Context: an optimization exercise on an open-source flow, tuned for small area. The choices shown serve that exercise and are no tape-out recipe.
In this exercise RTL edits were held to simulation tests only and were not proved equivalent to the original.

[flow/flow/run.sh]
#!/bin/bash
# The standard layout (standard.sh), with two changes:
# - the port buffers are the smallest buffer cell, buf_1, instead of the resizer's pick;
# - clock tree synthesis clusters sinks more coarsely and adds no dummy loads.
# make's output goes to make_finish.log here; ORFS keeps each step's log under orfs/logs.
set -euo pipefail
bash standard.sh \
  "BUFFER_PORTS_ARGS=-buffer_cell sky130_fd_sc_hd__buf_1" \
  "CTS_ARGS=-sink_clustering_enable -repair_clock_nets -sink_clustering_size 30 -sink_clustering_max_diameter 200 -buf_list sky130_fd_sc_hd__clkbuf_8 -dont_use_dummy_load" \
  finish > make_finish.log 2>&1
[flow/standard.sh]
#!/bin/bash
# synth_recipe.tcl (not shown) runs the flow's synth.tcl, then flattens the netlist and writes it again
# the make line also repeats each setting of config.mk as NAME=value (left out here)
make -C /OpenROAD-flow-scripts/flow DESIGN_CONFIG=/design/flow/config.mk WORK_HOME=/design/flow/orfs CLKGATE_MAP_FILE= SYNTH_SCRIPT=/design/flow/synth_recipe.tcl "${@:-finish}"
[flow/constraint.sdc]
create_clock -name core_clock -period 7.0 [get_ports {rx_clk}]
set_input_delay 1.4000 -clock core_clock [delete_from_list [all_inputs] [get_ports {rx_clk}]]
set_output_delay 1.4000 -clock core_clock [all_outputs]
set_load 0.01 [all_outputs]
[flow/design.v]
module rx_fullsuma_error_top(
	input [31:0] rx_data,
	input rx_clk,
	input reset,
	input trans_en,
	output reg tx_serial,
	output reg led_3c,
	input aligned,
	input [3:0] rx_k
);
localparam [2:0] S_RST = 3'd0, S_IDLE = 3'd1, S_PKT = 3'd2, S_PKTA = 3'd3,
                 S_EOP = 3'd4, S_WAIT = 3'd5, S_SEND = 3'd6;
localparam [1:0] F_IDLE = 2'd0, F_SOP = 2'd1, F_WAIT = 2'd2, F_ERR = 2'd3;
localparam [3:0] U_IDLE = 4'd0, U_WAIT = 4'd1, U_STOP = 4'd2, U_B0 = 4'd8, U_B7 = 4'd15;
reg [2:0] st;
reg aux;
reg [1:0] f3;
reg [3:0] up;
reg [10:0] bc;
reg [6:0] pq;       
reg [19:0] cw;
reg [7:0] tot;
reg [4:0] err;
wire k0 = rx_k[0];
wire low_dc = rx_data[7:0] == 8'hDC;
wire nlow_dc = ~low_dc;
wire is_sop = (rx_data[7:0] == 8'h3C) & k0;
wire is_eop = low_dc & k0;
wire en = st == S_PKT;
wire nen = ~en;
wire [31:0] o;
wire [6:1] on;    
bx2 u_o31 (.a(pq[5]), .b(pq[6]), .y(o[31]));
bx2 u_o30 (.a(pq[4]), .b(pq[5]), .y(o[30]));
bx2 u_o29 (.a(pq[3]), .b(pq[4]), .y(o[29]));
bx2 u_o28 (.a(pq[2]), .b(pq[3]), .y(o[28]));
bx2 u_o27 (.a(pq[1]), .b(pq[2]), .y(o[27]));
bxn2 u_o26 (.a(pq[0]), .b(pq[1]), .y(o[26]));
bx2 u_o25 (.a(o[31]), .b(pq[0]), .y(o[25]));
genvar gi;
generate for (gi = 7; gi < 25; gi = gi + 1) begin : g_prbs
	bx2 u_o (.a(o[gi + 6]), .b(o[gi + 7]), .y(o[gi]));
end endgenerate
bxn2 u_on6 (.a(o[12]), .b(o[13]), .y(on[6]));
generate for (gi = 1; gi < 6; gi = gi + 1) begin : g_prbsn
	bxn2 u_o (.a(o[gi + 6]), .b(o[gi + 7]), .y(on[gi]));
end endgenerate
bxn2 u_o0 (.a(on[6]), .b(o[7]), .y(o[0]));
wire [31:0] x;
bc0 u_xl0 (.d(rx_data[0]), .o(o[0]), .ns(nlow_dc), .x(x[0]));
bc0n u_xl1 (.d(rx_data[1]), .on(on[1]), .s(low_dc), .x(x[1]));
bc1n u_xl2 (.d(rx_data[2]), .on(on[2]), .ns(nlow_dc), .x(x[2]));
bc1n u_xl3 (.d(rx_data[3]), .on(on[3]), .ns(nlow_dc), .x(x[3]));
bc1n u_xl4 (.d(rx_data[4]), .on(on[4]), .ns(nlow_dc), .x(x[4]));
bc0n u_xl5 (.d(rx_data[5]), .on(on[5]), .s(low_dc), .x(x[5]));
bc1n u_xl6 (.d(rx_data[6]), .on(on[6]), .ns(nlow_dc), .x(x[6]));
bc1 u_xl7 (.d(rx_data[7]), .o(o[7]), .s(low_dc), .x(x[7]));
generate for (gi = 8; gi < 28; gi = gi + 1) begin : g_xm
	bcm u_x (.d(rx_data[gi]), .o(o[gi]), .c(cw[gi - 8]), .s(low_dc), .x(x[gi]));
end endgenerate
generate for (gi = 28; gi < 32; gi = gi + 1) begin : g_xh
	bcg u_x (.d(rx_data[gi]), .o(o[gi]), .ns(nlow_dc), .x(x[gi]));
end endgenerate
wire [19:0] crc_upd;
wire [4:0] pc;
wire [154:0] cx;
bx2 u_cx0 (.a(rx_data[23]), .b(cw[11]), .y(cx[0]));
bx2 u_cx1 (.a(rx_data[12]), .b(cw[0]), .y(cx[1]));
bx2 u_cx2 (.a(rx_data[22]), .b(cw[10]), .y(cx[2]));
bx2 u_cx3 (.a(rx_data[6]), .b(cx[0]), .y(cx[3]));
bx2 u_cx4 (.a(rx_data[26]), .b(cw[14]), .y(cx[4]));
bx2 u_cx5 (.a(rx_data[14]), .b(cw[2]), .y(cx[5]));
bx2 u_cx6 (.a(rx_data[13]), .b(cw[1]), .y(cx[6]));
bx2 u_cx7 (.a(rx_data[30]), .b(cw[18]), .y(cx[7]));
bx2 u_cx8 (.a(rx_data[21]), .b(cw[9]), .y(cx[8]));
bx2 u_cx9 (.a(rx_data[27]), .b(cw[15]), .y(cx[9]));
bx2 u_cx10 (.a(rx_data[31]), .b(cw[19]), .y(cx[10]));
bx2 u_cx11 (.a(rx_data[3]), .b(cx[1]), .y(cx[11]));
bx2 u_cx12 (.a(rx_data[5]), .b(rx_data[9]), .y(cx[12]));
bx2 u_cx13 (.a(rx_data[4]), .b(rx_data[8]), .y(cx[13]));
bx2 u_cx14 (.a(rx_data[2]), .b(rx_data[11]), .y(cx[14]));
bx2 u_cx15 (.a(rx_data[17]), .b(cw[5]), .y(cx[15]));
bx2 u_cx16 (.a(rx_data[0]), .b(cx[8]), .y(cx[16]));
bx2 u_cx17 (.a(rx_data[1]), .b(rx_data[10]), .y(cx[17]));
bx2 u_cx18 (.a(rx_data[15]), .b(cw[3]), .y(cx[18]));
bx2 u_cx19 (.a(rx_data[18]), .b(cw[6]), .y(cx[19]));
bx2 u_cx20 (.a(rx_data[24]), .b(cw[12]), .y(cx[20]));
bx2 u_cx21 (.a(rx_data[25]), .b(cw[13]), .y(cx[21]));
bx2 u_cx22 (.a(rx_data[16]), .b(cw[4]), .y(cx[22]));
bx2 u_cx23 (.a(rx_data[29]), .b(cw[17]), .y(cx[23]));
bx2 u_cx24 (.a(rx_data[20]), .b(cw[8]), .y(cx[24]));
bx2 u_cx25 (.a(rx_data[28]), .b(cw[16]), .y(cx[25]));
bx2 u_cx26 (.a(rx_data[19]), .b(cw[7]), .y(cx[26]));
bx2 u_cx27 (.a(cx[6]), .b(cx[26]), .y(cx[27]));
bx2 u_cx28 (.a(cx[5]), .b(cx[24]), .y(cx[28]));
bx2 u_cx29 (.a(cx[2]), .b(cx[10]), .y(cx[29]));
bx2 u_cx30 (.a(rx_data[7]), .b(cx[11]), .y(cx[30]));
bx2 u_cx31 (.a(cx[7]), .b(cx[18]), .y(cx[31]));
bx2 u_cx32 (.a(cx[3]), .b(cx[14]), .y(cx[32]));
bx2 u_cx33 (.a(cx[4]), .b(cx[12]), .y(cx[33]));
bx2 u_cx34 (.a(cx[9]), .b(cx[22]), .y(cx[34]));
bx2 u_cx35 (.a(cx[23]), .b(cx[28]), .y(cx[35]));
bx2 u_cx36 (.a(cx[3]), .b(cx[13]), .y(cx[36]));
bx2 u_cx37 (.a(cx[16]), .b(cx[31]), .y(cx[37]));
bx2 u_cx38 (.a(cx[25]), .b(cx[27]), .y(cx[38]));
bx2 u_cx39 (.a(cx[10]), .b(cx[21]), .y(cx[39]));
bx2 u_cx40 (.a(cx[17]), .b(cx[20]), .y(cx[40]));
bx2 u_cx41 (.a(rx_data[11]), .b(cx[19]), .y(cx[41]));
bx2 u_cx42 (.a(cx[15]), .b(cx[32]), .y(cx[42]));
bx2 u_cx43 (.a(cx[7]), .b(cx[30]), .y(cx[43]));
bx2 u_cx44 (.a(rx_data[7]), .b(cx[33]), .y(cx[44]));
bx2 u_cx45 (.a(cx[17]), .b(cx[35]), .y(cx[45]));
bx2 u_cx46 (.a(rx_data[0]), .b(cx[0]), .y(cx[46]));
bx2 u_cx47 (.a(cx[22]), .b(cx[29]), .y(cx[47]));
bx2 u_cx48 (.a(cx[30]), .b(cx[36]), .y(cx[48]));
bx2 u_cx49 (.a(rx_data[8]), .b(cx[21]), .y(cx[49]));
bx2 u_cx50 (.a(cx[2]), .b(cx[13]), .y(cx[50]));
bx2 u_cx51 (.a(cx[9]), .b(cx[43]), .y(cx[51]));
bx2 u_cx52 (.a(rx_data[1]), .b(cx[4]), .y(cx[52]));
bx2 u_cx53 (.a(rx_data[10]), .b(cx[23]), .y(cx[53]));
bx2 u_cx54 (.a(cx[6]), .b(cx[20]), .y(cx[54]));
bx2 u_cx55 (.a(cx[34]), .b(cx[37]), .y(cx[55]));
bx2 u_cx56 (.a(cx[37]), .b(cx[52]), .y(cx[56]));
bx2 u_cx57 (.a(cx[15]), .b(cx[16]), .y(cx[57]));
bx2 u_cx58 (.a(cx[12]), .b(cx[45]), .y(cx[58]));
bx2 u_cx59 (.a(cx[8]), .b(cx[19]), .y(cx[59]));
bx2 u_cx60 (.a(rx_data[9]), .b(cx[13]), .y(cx[60]));
bx2 u_cx61 (.a(cx[4]), .b(cx[39]), .y(cx[61]));
bx2 u_cx62 (.a(rx_data[4]), .b(cx[40]), .y(cx[62]));
bx2 u_cx63 (.a(cx[5]), .b(cx[38]), .y(cx[63]));
bx2 u_cx64 (.a(rx_data[3]), .b(cx[47]), .y(cx[64]));
bx2 u_cx65 (.a(cx[44]), .b(cx[50]), .y(cx[65]));
bx2 u_cx66 (.a(cx[9]), .b(cx[42]), .y(cx[66]));
bx2 u_cx67 (.a(cx[1]), .b(cx[27]), .y(cx[67]));
bx2 u_cx68 (.a(rx_data[5]), .b(cx[32]), .y(cx[68]));
bx2 u_cx69 (.a(rx_data[2]), .b(cx[55]), .y(cx[69]));
bx2 u_cx70 (.a(cx[18]), .b(cx[48]), .y(cx[70]));
bx2 u_cx71 (.a(cx[29]), .b(cx[56]), .y(cx[71]));
bx2 u_cx72 (.a(cx[25]), .b(cx[48]), .y(cx[72]));
bx2 u_cx73 (.a(cx[72]), .b(cx[54]), .y(cx[73]));
bx2 u_cx74 (.a(cx[73]), .b(cx[71]), .y(cx[74]));
bx2 u_cx75 (.a(rx_data[6]), .b(cx[5]), .y(cx[75]));
bx2 u_cx76 (.a(cx[75]), .b(cx[11]), .y(cx[76]));
bx2 u_cx77 (.a(cx[76]), .b(cx[21]), .y(cx[77]));
bx2 u_cx78 (.a(cx[77]), .b(cx[23]), .y(cx[78]));
bx2 u_cx79 (.a(cx[78]), .b(cx[25]), .y(cx[79]));
bx2 u_cx80 (.a(cx[79]), .b(cx[33]), .y(cx[80]));
bx2 u_cx81 (.a(cx[80]), .b(cx[69]), .y(cx[81]));
bx2 u_cx82 (.a(rx_data[8]), .b(cx[0]), .y(cx[82]));
bx2 u_cx83 (.a(cx[82]), .b(cx[1]), .y(cx[83]));
bx2 u_cx84 (.a(cx[83]), .b(cx[20]), .y(cx[84]));
bx2 u_cx85 (.a(cx[84]), .b(cx[34]), .y(cx[85]));
bx2 u_cx86 (.a(cx[85]), .b(cx[53]), .y(cx[86]));
bx2 u_cx87 (.a(cx[86]), .b(cx[57]), .y(cx[87]));
bx2 u_cx88 (.a(rx_data[9]), .b(cx[41]), .y(cx[88]));
bx2 u_cx89 (.a(cx[88]), .b(cx[57]), .y(cx[89]));
bx2 u_cx90 (.a(cx[89]), .b(cx[61]), .y(cx[90]));
bx2 u_cx91 (.a(cx[90]), .b(cx[70]), .y(cx[91]));
bx2 u_cx92 (.a(cx[19]), .b(cx[34]), .y(cx[92]));
bx2 u_cx93 (.a(cx[92]), .b(cx[40]), .y(cx[93]));
bx2 u_cx94 (.a(cx[93]), .b(cx[65]), .y(cx[94]));
bx2 u_cx95 (.a(cx[94]), .b(cx[67]), .y(cx[95]));
bx2 u_cx96 (.a(rx_data[10]), .b(cx[12]), .y(cx[96]));
bx2 u_cx97 (.a(cx[96]), .b(cx[28]), .y(cx[97]));
bx2 u_cx98 (.a(cx[97]), .b(cx[38]), .y(cx[98]));
bx2 u_cx99 (.a(cx[98]), .b(cx[49]), .y(cx[99]));
bx2 u_cx100 (.a(cx[99]), .b(cx[66]), .y(cx[100]));
bx2 u_cx101 (.a(cx[6]), .b(cx[7]), .y(cx[101]));
bx2 u_cx102 (.a(cx[101]), .b(cx[29]), .y(cx[102]));
bx2 u_cx103 (.a(cx[102]), .b(cx[41]), .y(cx[103]));
bx2 u_cx104 (.a(cx[103]), .b(cx[45]), .y(cx[104]));
bx2 u_cx105 (.a(cx[104]), .b(cx[46]), .y(cx[105]));
bx2 u_cx106 (.a(cx[105]), .b(cx[60]), .y(cx[106]));
bx2 u_cx107 (.a(rx_data[0]), .b(rx_data[3]), .y(cx[107]));
bx2 u_cx108 (.a(cx[107]), .b(rx_data[6]), .y(cx[108]));
bx2 u_cx109 (.a(cx[108]), .b(rx_data[10]), .y(cx[109]));
bx2 u_cx110 (.a(cx[109]), .b(cx[14]), .y(cx[110]));
bx2 u_cx111 (.a(cx[110]), .b(cx[63]), .y(cx[111]));
bx2 u_cx112 (.a(cx[111]), .b(cx[65]), .y(cx[112]));
bx2 u_cx113 (.a(rx_data[11]), .b(cx[9]), .y(cx[113]));
bx2 u_cx114 (.a(cx[113]), .b(cx[58]), .y(cx[114]));
bx2 u_cx115 (.a(cx[114]), .b(cx[70]), .y(cx[115]));
bx2 u_cx116 (.a(cx[14]), .b(cx[17]), .y(cx[116]));
bx2 u_cx117 (.a(cx[116]), .b(cx[33]), .y(cx[117]));
bx2 u_cx118 (.a(cx[117]), .b(cx[46]), .y(cx[118]));
bx2 u_cx119 (.a(cx[118]), .b(cx[64]), .y(cx[119]));
bx2 u_cx120 (.a(cx[11]), .b(cx[62]), .y(cx[120]));
bx2 u_cx121 (.a(cx[120]), .b(cx[66]), .y(cx[121]));
bx2 u_cx122 (.a(cx[19]), .b(cx[49]), .y(cx[122]));
bx2 u_cx123 (.a(cx[122]), .b(cx[68]), .y(cx[123]));
bx2 u_cx124 (.a(cx[123]), .b(cx[71]), .y(cx[124]));
bx2 u_cx125 (.a(cx[38]), .b(cx[60]), .y(cx[125]));
bx2 u_cx126 (.a(cx[125]), .b(cx[69]), .y(cx[126]));
bx2 u_cx127 (.a(cx[15]), .b(cx[25]), .y(cx[127]));
bx2 u_cx128 (.a(cx[127]), .b(cx[58]), .y(cx[128]));
bx2 u_cx129 (.a(cx[128]), .b(cx[64]), .y(cx[129]));
bx2 u_cx130 (.a(rx_data[4]), .b(cx[31]), .y(cx[130]));
bx2 u_cx131 (.a(cx[130]), .b(cx[42]), .y(cx[131]));
bx2 u_cx132 (.a(cx[131]), .b(cx[53]), .y(cx[132]));
bx2 u_cx133 (.a(cx[132]), .b(cx[59]), .y(cx[133]));
bx2 u_cx134 (.a(rx_data[5]), .b(cx[20]), .y(cx[134]));
bx2 u_cx135 (.a(cx[134]), .b(cx[26]), .y(cx[135]));
bx2 u_cx136 (.a(cx[135]), .b(cx[41]), .y(cx[136]));
bx2 u_cx137 (.a(cx[136]), .b(cx[43]), .y(cx[137]));
bx2 u_cx138 (.a(cx[137]), .b(cx[47]), .y(cx[138]));
bx2 u_cx139 (.a(cx[15]), .b(cx[24]), .y(cx[139]));
bx2 u_cx140 (.a(cx[139]), .b(cx[36]), .y(cx[140]));
bx2 u_cx141 (.a(cx[140]), .b(cx[39]), .y(cx[141]));
bx2 u_cx142 (.a(cx[141]), .b(cx[67]), .y(cx[142]));
bx2 u_cx143 (.a(cx[28]), .b(cx[44]), .y(cx[143]));
bx2 u_cx144 (.a(cx[143]), .b(cx[54]), .y(cx[144]));
bx2 u_cx145 (.a(cx[144]), .b(cx[59]), .y(cx[145]));
bx2 u_cx146 (.a(cx[46]), .b(cx[51]), .y(cx[146]));
bx2 u_cx147 (.a(cx[146]), .b(cx[61]), .y(cx[147]));
bx2 u_cx148 (.a(cx[147]), .b(cx[62]), .y(cx[148]));
bx2 u_cx149 (.a(cx[148]), .b(cx[63]), .y(cx[149]));
bx2 u_cx150 (.a(cx[2]), .b(cx[16]), .y(cx[150]));
bx2 u_cx151 (.a(cx[150]), .b(cx[21]), .y(cx[151]));
bx2 u_cx152 (.a(cx[151]), .b(cx[35]), .y(cx[152]));
bx2 u_cx153 (.a(cx[152]), .b(cx[51]), .y(cx[153]));
bx2 u_cx154 (.a(cx[153]), .b(cx[68]), .y(cx[154]));
assign crc_upd[0] = cx[74];
assign crc_upd[1] = cx[81];
assign crc_upd[2] = cx[87];
assign crc_upd[3] = cx[91];
assign crc_upd[4] = cx[95];
assign crc_upd[5] = cx[100];
assign crc_upd[6] = cx[106];
assign crc_upd[7] = cx[112];
assign crc_upd[8] = cx[115];
assign crc_upd[9] = cx[119];
assign crc_upd[10] = cx[121];
assign crc_upd[11] = cx[124];
assign crc_upd[12] = cx[126];
assign crc_upd[13] = cx[129];
assign crc_upd[14] = cx[133];
assign crc_upd[15] = cx[138];
assign crc_upd[16] = cx[142];
assign crc_upd[17] = cx[145];
assign crc_upd[18] = cx[149];
assign crc_upd[19] = cx[154];
wire pf0_s, pf0_c; bfa u_pf0 (.a(x[0]), .b(x[1]), .c(x[2]), .s(pf0_s), .co(pf0_c));
wire pf1_s, pf1_c; bfa u_pf1 (.a(x[3]), .b(x[4]), .c(x[5]), .s(pf1_s), .co(pf1_c));
wire pf2_s, pf2_c; bfa u_pf2 (.a(x[6]), .b(x[7]), .c(x[8]), .s(pf2_s), .co(pf2_c));
wire pf3_s, pf3_c; bfa u_pf3 (.a(x[9]), .b(x[10]), .c(x[11]), .s(pf3_s), .co(pf3_c));
wire pf4_s, pf4_c; bfa u_pf4 (.a(x[12]), .b(x[13]), .c(x[14]), .s(pf4_s), .co(pf4_c));
wire pf5_s, pf5_c; bfa u_pf5 (.a(x[15]), .b(x[16]), .c(x[17]), .s(pf5_s), .co(pf5_c));
wire pf6_s, pf6_c; bfa u_pf6 (.a(x[18]), .b(x[19]), .c(x[20]), .s(pf6_s), .co(pf6_c));
wire pf7_s, pf7_c; bfa u_pf7 (.a(x[21]), .b(x[22]), .c(x[23]), .s(pf7_s), .co(pf7_c));
wire pf8_s, pf8_c; bfa u_pf8 (.a(x[24]), .b(x[25]), .c(x[26]), .s(pf8_s), .co(pf8_c));
wire pf9_s, pf9_c; bfa u_pf9 (.a(x[27]), .b(x[28]), .c(x[29]), .s(pf9_s), .co(pf9_c));
wire pf10_s, pf10_c; bfa u_pf10 (.a(x[30]), .b(x[31]), .c(pf0_s), .s(pf10_s), .co(pf10_c));
wire pf11_s, pf11_c; bfa u_pf11 (.a(pf1_s), .b(pf2_s), .c(pf3_s), .s(pf11_s), .co(pf11_c));
wire pf12_s, pf12_c; bfa u_pf12 (.a(pf4_s), .b(pf5_s), .c(pf6_s), .s(pf12_s), .co(pf12_c));
wire pf13_s, pf13_c; bfa u_pf13 (.a(pf7_s), .b(pf8_s), .c(pf9_s), .s(pf13_s), .co(pf13_c));
wire pf14_s, pf14_c; bfa u_pf14 (.a(pf10_s), .b(pf11_s), .c(pf12_s), .s(pf14_s), .co(pf14_c));
wire ph0_s, ph0_c; bha u_ph0 (.a(pf13_s), .b(pf14_s), .s(ph0_s), .co(ph0_c));
wire pf15_s, pf15_c; bfa u_pf15 (.a(pf0_c), .b(pf1_c), .c(pf2_c), .s(pf15_s), .co(pf15_c));
wire pf16_s, pf16_c; bfa u_pf16 (.a(pf3_c), .b(pf4_c), .c(pf5_c), .s(pf16_s), .co(pf16_c));
wire pf17_s, pf17_c; bfa u_pf17 (.a(pf6_c), .b(pf7_c), .c(pf8_c), .s(pf17_s), .co(pf17_c));
wire pf18_s, pf18_c; bfa u_pf18 (.a(pf9_c), .b(pf10_c), .c(pf11_c), .s(pf18_s), .co(pf18_c));
wire pf19_s, pf19_c; bfa u_pf19 (.a(pf12_c), .b(pf13_c), .c(pf15_s), .s(pf19_s), .co(pf19_c));
wire pf20_s, pf20_c; bfa u_pf20 (.a(pf16_s), .b(pf17_s), .c(pf14_c), .s(pf20_s), .co(pf20_c));
wire pf21_s, pf21_c; bfa u_pf21 (.a(pf18_s), .b(pf19_s), .c(ph0_c), .s(pf21_s), .co(pf21_c));
wire ph1_s, ph1_c; bha u_ph1 (.a(pf20_s), .b(pf21_s), .s(ph1_s), .co(ph1_c));
wire pf22_s, pf22_c; bfa u_pf22 (.a(pf15_c), .b(pf16_c), .c(pf17_c), .s(pf22_s), .co(pf22_c));
wire pf23_s, pf23_c; bfa u_pf23 (.a(pf18_c), .b(pf19_c), .c(pf22_s), .s(pf23_s), .co(pf23_c));
wire pf24_s, pf24_c; bfa u_pf24 (.a(pf20_c), .b(pf23_s), .c(pf21_c), .s(pf24_s), .co(pf24_c));
wire ph2_s, ph2_c; bha u_ph2 (.a(ph1_c), .b(pf24_s), .s(ph2_s), .co(ph2_c));
wire pf25_s, pf25_c; bfa u_pf25 (.a(pf22_c), .b(pf23_c), .c(pf24_c), .s(pf25_s), .co(pf25_c));
wire ph3_s, ph3_c; bha u_ph3 (.a(ph2_c), .b(pf25_s), .s(ph3_s), .co(ph3_c));
wire pcx0; bx2 u_pcx0 (.a(pf25_c), .b(ph3_c), .y(pcx0));
assign pc[0] = ph0_s;
assign pc[1] = ph1_s;
assign pc[2] = ph2_s;
assign pc[3] = ph3_s;
assign pc[4] = pcx0;
wire wait_done = ~cw[1] & ~cw[4] & ~cw[5] & cw[7] & cw[9] & cw[10] & cw[11] & ~cw[12] & cw[14];
wire cnt_en = en & (nlow_dc | (k0 & ~aux));
wire tx_ready = f3 == F_SOP || f3 == F_ERR;
wire strobe = bc[0] & bc[2] & bc[3] & ~bc[5] & bc[7] & bc[9] & ~bc[10];
wire tx_done = up == U_STOP;
wire f_err = f3 == F_ERR;
wire start = (up == U_IDLE) & tx_ready;
wire [4:0] err_d;
generate for (gi = 0; gi < 5; gi = gi + 1) begin : g_err
	band u_e (.a(pc[gi]), .b(cnt_en), .y(err_d[gi]));
end endgenerate
wire nclr = st != S_IDLE;
wire [7:0] tot_s;
wire [7:0] tc;
bha u_t0 (.a(tot[0]), .b(err[0]), .s(tot_s[0]), .co(tc[0]));
generate for (gi = 1; gi < 5; gi = gi + 1) begin : g_tf
	bfa u_t (.a(tot[gi]), .b(err[gi]), .c(tc[gi - 1]), .s(tot_s[gi]), .co(tc[gi]));
end endgenerate
bha u_t5 (.a(tot[5]), .b(tc[4]), .s(tot_s[5]), .co(tc[5]));
bha u_t6 (.a(tot[6]), .b(tc[5]), .s(tot_s[6]), .co(tc[6]));
bx2 u_t7 (.a(tot[7]), .b(tc[6]), .y(tot_s[7]));
wire [7:0] tot_d;
generate for (gi = 0; gi < 8; gi = gi + 1) begin : g_tc
	band u_c (.a(tot_s[gi]), .b(nclr), .y(tot_d[gi]));
end endgenerate
localparam [10:0] BC_LOAD = 11'd475;
wire bc_ld = start | strobe;
wire nbc_ld = ~bc_ld;
wire bc_fb;
bx2 u_bcf (.a(bc[10]), .b(bc[8]), .y(bc_fb));
wire [10:0] bc_d;
wire [10:0] bc_sh = {bc[9:0], bc_fb};
generate for (gi = 0; gi < 11; gi = gi + 1) begin : g_bc
	if ((BC_LOAD >> gi) & 1)
		bor u_b (.a(bc_sh[gi]), .b(bc_ld), .y(bc_d[gi]));
	else
		band u_b (.a(bc_sh[gi]), .b(nbc_ld), .y(bc_d[gi]));
end endgenerate
wire [6:0] pq_n = {on[6:1], o[0]};
wire [6:0] pq_d;
generate for (gi = 0; gi < 7; gi = gi + 1) begin : g_ps
	bsel1 u_p (.set(reset), .a(en), .an(nen), .x(pq_n[gi]), .y(pq[gi]), .d(pq_d[gi]));
end endgenerate
wire cw_set = reset | st == S_RST | st == S_IDLE | st == S_EOP | st == S_PKTA | st == S_SEND;
wire cw_wt = st == S_WAIT;
wire cw_nwt = ~cw_wt;
wire cw_fb;
bx2 u_cwf (.a(cw[4]), .b(cw[15]), .y(cw_fb));
wire [15:0] cw_sh = {cw[14:0], cw_fb};
wire [19:0] cw_d;
generate for (gi = 0; gi < 16; gi = gi + 1) begin : g_cw
	bsel1 u_c (.set(cw_set), .a(cw_wt), .an(cw_nwt), .x(cw_sh[gi]), .y(crc_upd[gi]), .d(cw_d[gi]));
end endgenerate
generate for (gi = 16; gi < 20; gi = gi + 1) begin : g_cwh
	bor u_c (.a(crc_upd[gi]), .b(cw_set), .y(cw_d[gi]));
end endgenerate
wire [7:0] tx_byte = f_err ? tot : 8'h3C;
always @(*) begin
	led_3c = aux | (st != S_RST && st != S_IDLE);
end
always @(posedge rx_clk) begin
	pq <= pq_d;
	cw <= cw_d;
	err <= err_d;
	tot <= tot_d;
	bc <= bc_d;
	if (reset) begin
		st <= S_RST;
		aux <= 1'b0;
		f3 <= F_IDLE;
		up <= U_IDLE;
		tx_serial <= 1'b1;
	end else begin
		case (st)
			S_RST: st <= S_IDLE;
			S_IDLE: if (is_sop) st <= S_PKT;
			S_PKT, S_PKTA: st <= is_eop ? S_EOP : S_PKT;
			S_EOP: begin
				aux <= 1'b1;
				if (aux) st <= S_WAIT;
			end
			S_WAIT: if (wait_done) st <= S_SEND; else if (is_sop) st <= S_PKTA;
			S_SEND: if (f3 == F_IDLE) st <= S_IDLE;
			default: st <= S_RST;
		endcase
		case (f3)
			F_IDLE: if (st == S_PKT) f3 <= F_SOP;
			F_SOP: if (tx_done) f3 <= F_WAIT;
			F_WAIT: if (st == S_SEND && !tx_done) f3 <= F_ERR;
			F_ERR: if (tx_done) f3 <= F_IDLE;
		endcase
		if (up == U_IDLE) begin
			if (tx_ready) up <= U_WAIT;
		end else if (strobe) begin
			if (up == U_WAIT) begin
				up <= U_B0;
				tx_serial <= 1'b0;
			end else if (up == U_STOP) begin
				up <= U_IDLE;
				tx_serial <= 1'b1;
			end else begin
				up <= (up == U_B7) ? U_STOP : up + 4'd1;
				tx_serial <= tx_byte[up[2:0]];
			end
		end
	end
end
endmodule
module bx2(input a, input b, output y);
	assign y = a ^ b;
endmodule
module bxn2(input a, input b, output y);
	assign y = ~(a ^ b);
endmodule
module bfa(input a, input b, input c, output s, output co);
	assign s = a ^ b ^ c;
	assign co = (a & b) | (a & c) | (b & c);
endmodule
module bha(input a, input b, output s, output co);
	assign s = a ^ b;
	assign co = a & b;
endmodule
module bcm(input d, input o, input c, input s, output x);
	assign x = d ^ (s ? c : o);
endmodule
module bc1n(input d, input on, input ns, output x);
	assign x = d ^ ~(ns & on);
endmodule
module bc0n(input d, input on, input s, output x);
	assign x = d ^ ~(s | on);
endmodule
module bc1(input d, input o, input s, output x);
	assign x = d ^ (s | o);
endmodule
module bc0(input d, input o, input ns, output x);
	assign x = d ^ (ns & o);
endmodule
module bcg(input d, input o, input ns, output x);
	assign x = ns & (d ^ o);
endmodule
module band(input a, input b, output y);
	assign y = a & b;
endmodule
module bor(input a, input b, output y);
	assign y = a | b;
endmodule
module bsel1(input set, input a, input an, input x, input y, output d);
	assign d = set | (a & x) | (an & y);
endmodule
[flow/config.mk]
export PLATFORM = sky130hd
export DESIGN_NAME = rx_fullsuma_error_top
export DESIGN_NICKNAME = rx_fullsuma_error_top
export VERILOG_FILES = /design/flow/design.v
export SDC_FILE = /design/flow/constraint.sdc
export NUM_CORES = 4
export LEC_CHECK = 0
export CAP_MARGIN = 0
export CORE_MARGIN = 2
export CORE_UTILIZATION = 60
export PLACE_DENSITY = 0.7
export SLEW_MARGIN = 0
export SYNTH_HIERARCHICAL = 1
==> summary.txt <==
## state kept, by name, summed over array words and instances, names as in the netlist
register and cells:
aux 1, bc 11, cw 20, err 5
f3 2, pq 7, st 3, tot 8
tx_serial 1, up 4
## cell type report
type	instances	area (um^2)	share of cell area, %
Sequential cell	62	1241	21.31
Timing Repair Buffer	44	207.7	3.565
Clock buffer	9	123.9	2.126
Tap cell	108	135.1	2.320
Inverter	12	45.04	0.7732
Multi-Input combinational cell	446	4073	69.91
## per-module statistics from Yosys, one instance, submodules excluded, a selection
module	times used	cells inside
bsel1	23	1
band	17	1
bcg	4	2
bcm	20	2
bfa	30	1
bc1n	4	2
bha	7	1
bxn2	8	1
## through the flow
stage	hold slack, ns	utilization (%)	worst slack [ns]	cell area, um^2
2_1_floorplan	0.3832	-	0.4447	5396
3_3_place_gp	0.3911	65.38	0.7130	5702
3_5_place_dp	0.3957	65.38	0.6335	5702
4_1_cts	0.4098	66.80	0.6702	5826
5_1_grt	0.4217	66.80	0.2947	5826
6_report	0.4042	66.80	0.6833	5826
## path summary, 6_finish.rpt
check                                    from             end  slack [ns]  depth (start not counted)
worst min-delay path            bc[6]$_DFF_P_   bc[7]$_DFF_P_        0.40                          1
worst max-delay path            pq[5]$_DFF_P_  err[4]$_DFF_P_        0.68                         18
worst max register to register  pq[5]$_DFF_P_  err[4]$_DFF_P_        0.68                         18
worst min register to register  bc[6]$_DFF_P_   bc[7]$_DFF_P_        0.40                          1
## cell usage after synthesis, drive strengths merged, types with 2 or more instances
master	n
xor2	193
dfxtp	62
fa	30
xnor2	30
a221o	23
mux2i	23
and2	22
ha	15
or2	15
nor2	14
a21oi	12
inv	12
nand2	9
nand2b	8
buf	6
nor3	6
nand3b	5
o21ai	4
a311oi	3
nor4	3
o21a	3
or3	3
and3	2
mux2	2
nand3	2
or2b	2
or4	2
## cell families after synthesis
group / Yosys count / share of synthesized area (%)
xor gates and xnor gates: 223 / 36.27
and+or+nand+nor: 99 / 11.20
DFF: 62 / 23.05
AOI/OAI and AO/OA: 54 / 8.620
adders and majority gates: 45 / 14.64
muxes: 25 / 4.693
buffers and inverters: 18 / 1.533
## layer usage
layer	vias up	GRT usage [%]	part of all wire, %	wire length [um]
li1	1856	-	-	-
met1	1942	39.87	44	6030
met2	136	49.29	48	6591
met3	22	3.759	5.2	705
met4	0	8.219	2.1	284
met5	-	0	0	0
==> impl_metrics.tcl <==
set metrics [dict create \
    antenna_cells 0 \
    max_cap_viol_count 0 \
    place_hpwl_um 11140 \
    cts_hold_buffers 0 \
    mostFrequentLayoutCells "xor2_1, dfxtp_1, buf_1" \
    slowest_delay_ns 0.51 \
    required_ns 7.21 \
    synth_edf_count 0 \
    post_cts_resized 0 \
    outcome "timing/DRC/antenna clean" \
    die_w_um 98.74 \
    crit_path_start_kind "flop" \
    syn2layout_area_growth_pct 8.178 \
    postCtsSetupBuffers 0 \
    cts-htree-levels 3 \
    cts_root_buffer "clkbuf_8" \
    wl_per_cell_um 19.99 \
    drive_gt1_share_pct 5.061 \
    layout_min_cycle_time_ns 6.317 \
    port_buffers 36 \
    path_buf_inv 0 \
    cts_tree "yes" \
    max_slew_margin_pct 39.48 \
    crit_arrival_ns 6.53 \
    grt_start_max_net_pins 26 \
    overflow 0 \
    slew_viol_final 0 \
    antenna_found_initial 0 \
    worstSetupEndpointType "flop" \
    drt_iter0_markers 160 \
    finalCritPeriodShare_pct 90.24 \
    async_flop_share_pct 0 \
    io_pins 42 \
    synth_top_flop_cell "dfxtp_1" \
    worst_pin_slew_ns 0.8995 \
    hold_class "reg -> reg" \
    clock.fmax_mhz 158.3 \
    die_area_um2 9749 \
    fillers 753 \
    yosysWarningCount 7 \
    track_usage_pct 29.29 \
    yosysSeqAreaShare_pct 23.05 \
    synthCells 526 \
    layout.nets 660 \
    cts_sinks 62 \
    syn_area_um2 5385 \
    dieHeight_um 98.74 \
    post-route-drc-count 0 \
    stdcell_count 681 \
    yosysTopAreaCellShare_pct 31.39 \
    grt_pass1_wl_um 21790 \
    cp_slowest_cell "fa_1" \
    syn_area_per_cell_um2 10.24 \
    final_hold_viol_count 0 \
    setup_viol 0 \
    synth_top_area_cell "xor2_1" \
    synth-seq-cells 62 \
    dp.cells 672 \
    cts_made_buffers 9 \
    crit_type "reg -> reg" \
    path_delay_family "adder cells" \
    routed_wl_um 13610 \
    start_util_pct 61.75 \
    path_clk_slew_ns 0.05 \
    layout_commonest_cell "xor2_1" \
    synth.net_count 611 \
    ant_nets 0 \
    cp_max_fo 3 \
    vias_per_cell 5.809 \
    gp_congestion 0.9733 \
    clkLatencyLatePin_ns 0.34 \
    rows 34 \
    synthTopCellsByArea "xor2_1, dfxtp_1, fa_1, xnor2_1, a221o_1" \
    fin_skew_ns 0.02507 \
    vias 3956 \
    cts_max_path_buffers 2 \
    core_area_um2 8721 \
    rsz0062_at_grt "no" \
    dr.pass1.iters 5 \
    cp_cell_sequence "xor2_1 -> xor2_1 -> xor2_1 -> xor2_1 -> xor2_1 -> xnor2_1 -> nor2_1 -> xor2_1 -> fa_1 -> fa_1 -> fa_1 -> ha_1 -> fa_1 -> fa_1 -> fa_1 -> ha_1 -> xor2_1 -> and2_1" \
    cpMostUsedCell "xor2_1" \
    yosysUniqueCellTypes 52 \
    finalSetupTns_ns 0 \
    grt_pass1_vias 4031 \
]

what the ideal ports hide:
How much do the figures lean on ideal ports? The routed layout below was timed once more, with nothing changed but the port constraints.
Step 1 (the two cells are an assumption about what drives the block):
set clk [get_ports {rx_clk}]
set_driving_cell -lib_cell sky130_fd_sc_hd__clkbuf_16 $clk
set_driving_cell -lib_cell sky130_fd_sc_hd__buf_2 [delete_from_list [all_inputs] $clk]
Step 2, shift: input delay + t, output delay - t, t = (earliest + latest rising clock arrival at the registers) / 2. This alone moves slack from input paths to output paths.
Three values: ideal ports, drivers, drivers and shift; two values: the first two.
t, ns: 0.362
setup slack, ns: 0.683 / 0.683 / 0.633
latest minus earliest clock arrival (ns): 0.025 / 0.025
slew at the worst register clock pin (ns): 0.08 / 0.08
cell pins on the clock port's net: 1
After both steps this run still meets setup and hold. For this run, drivers alone change the setup slack by 0.000 ns; drivers and shift together by -0.050 ns.
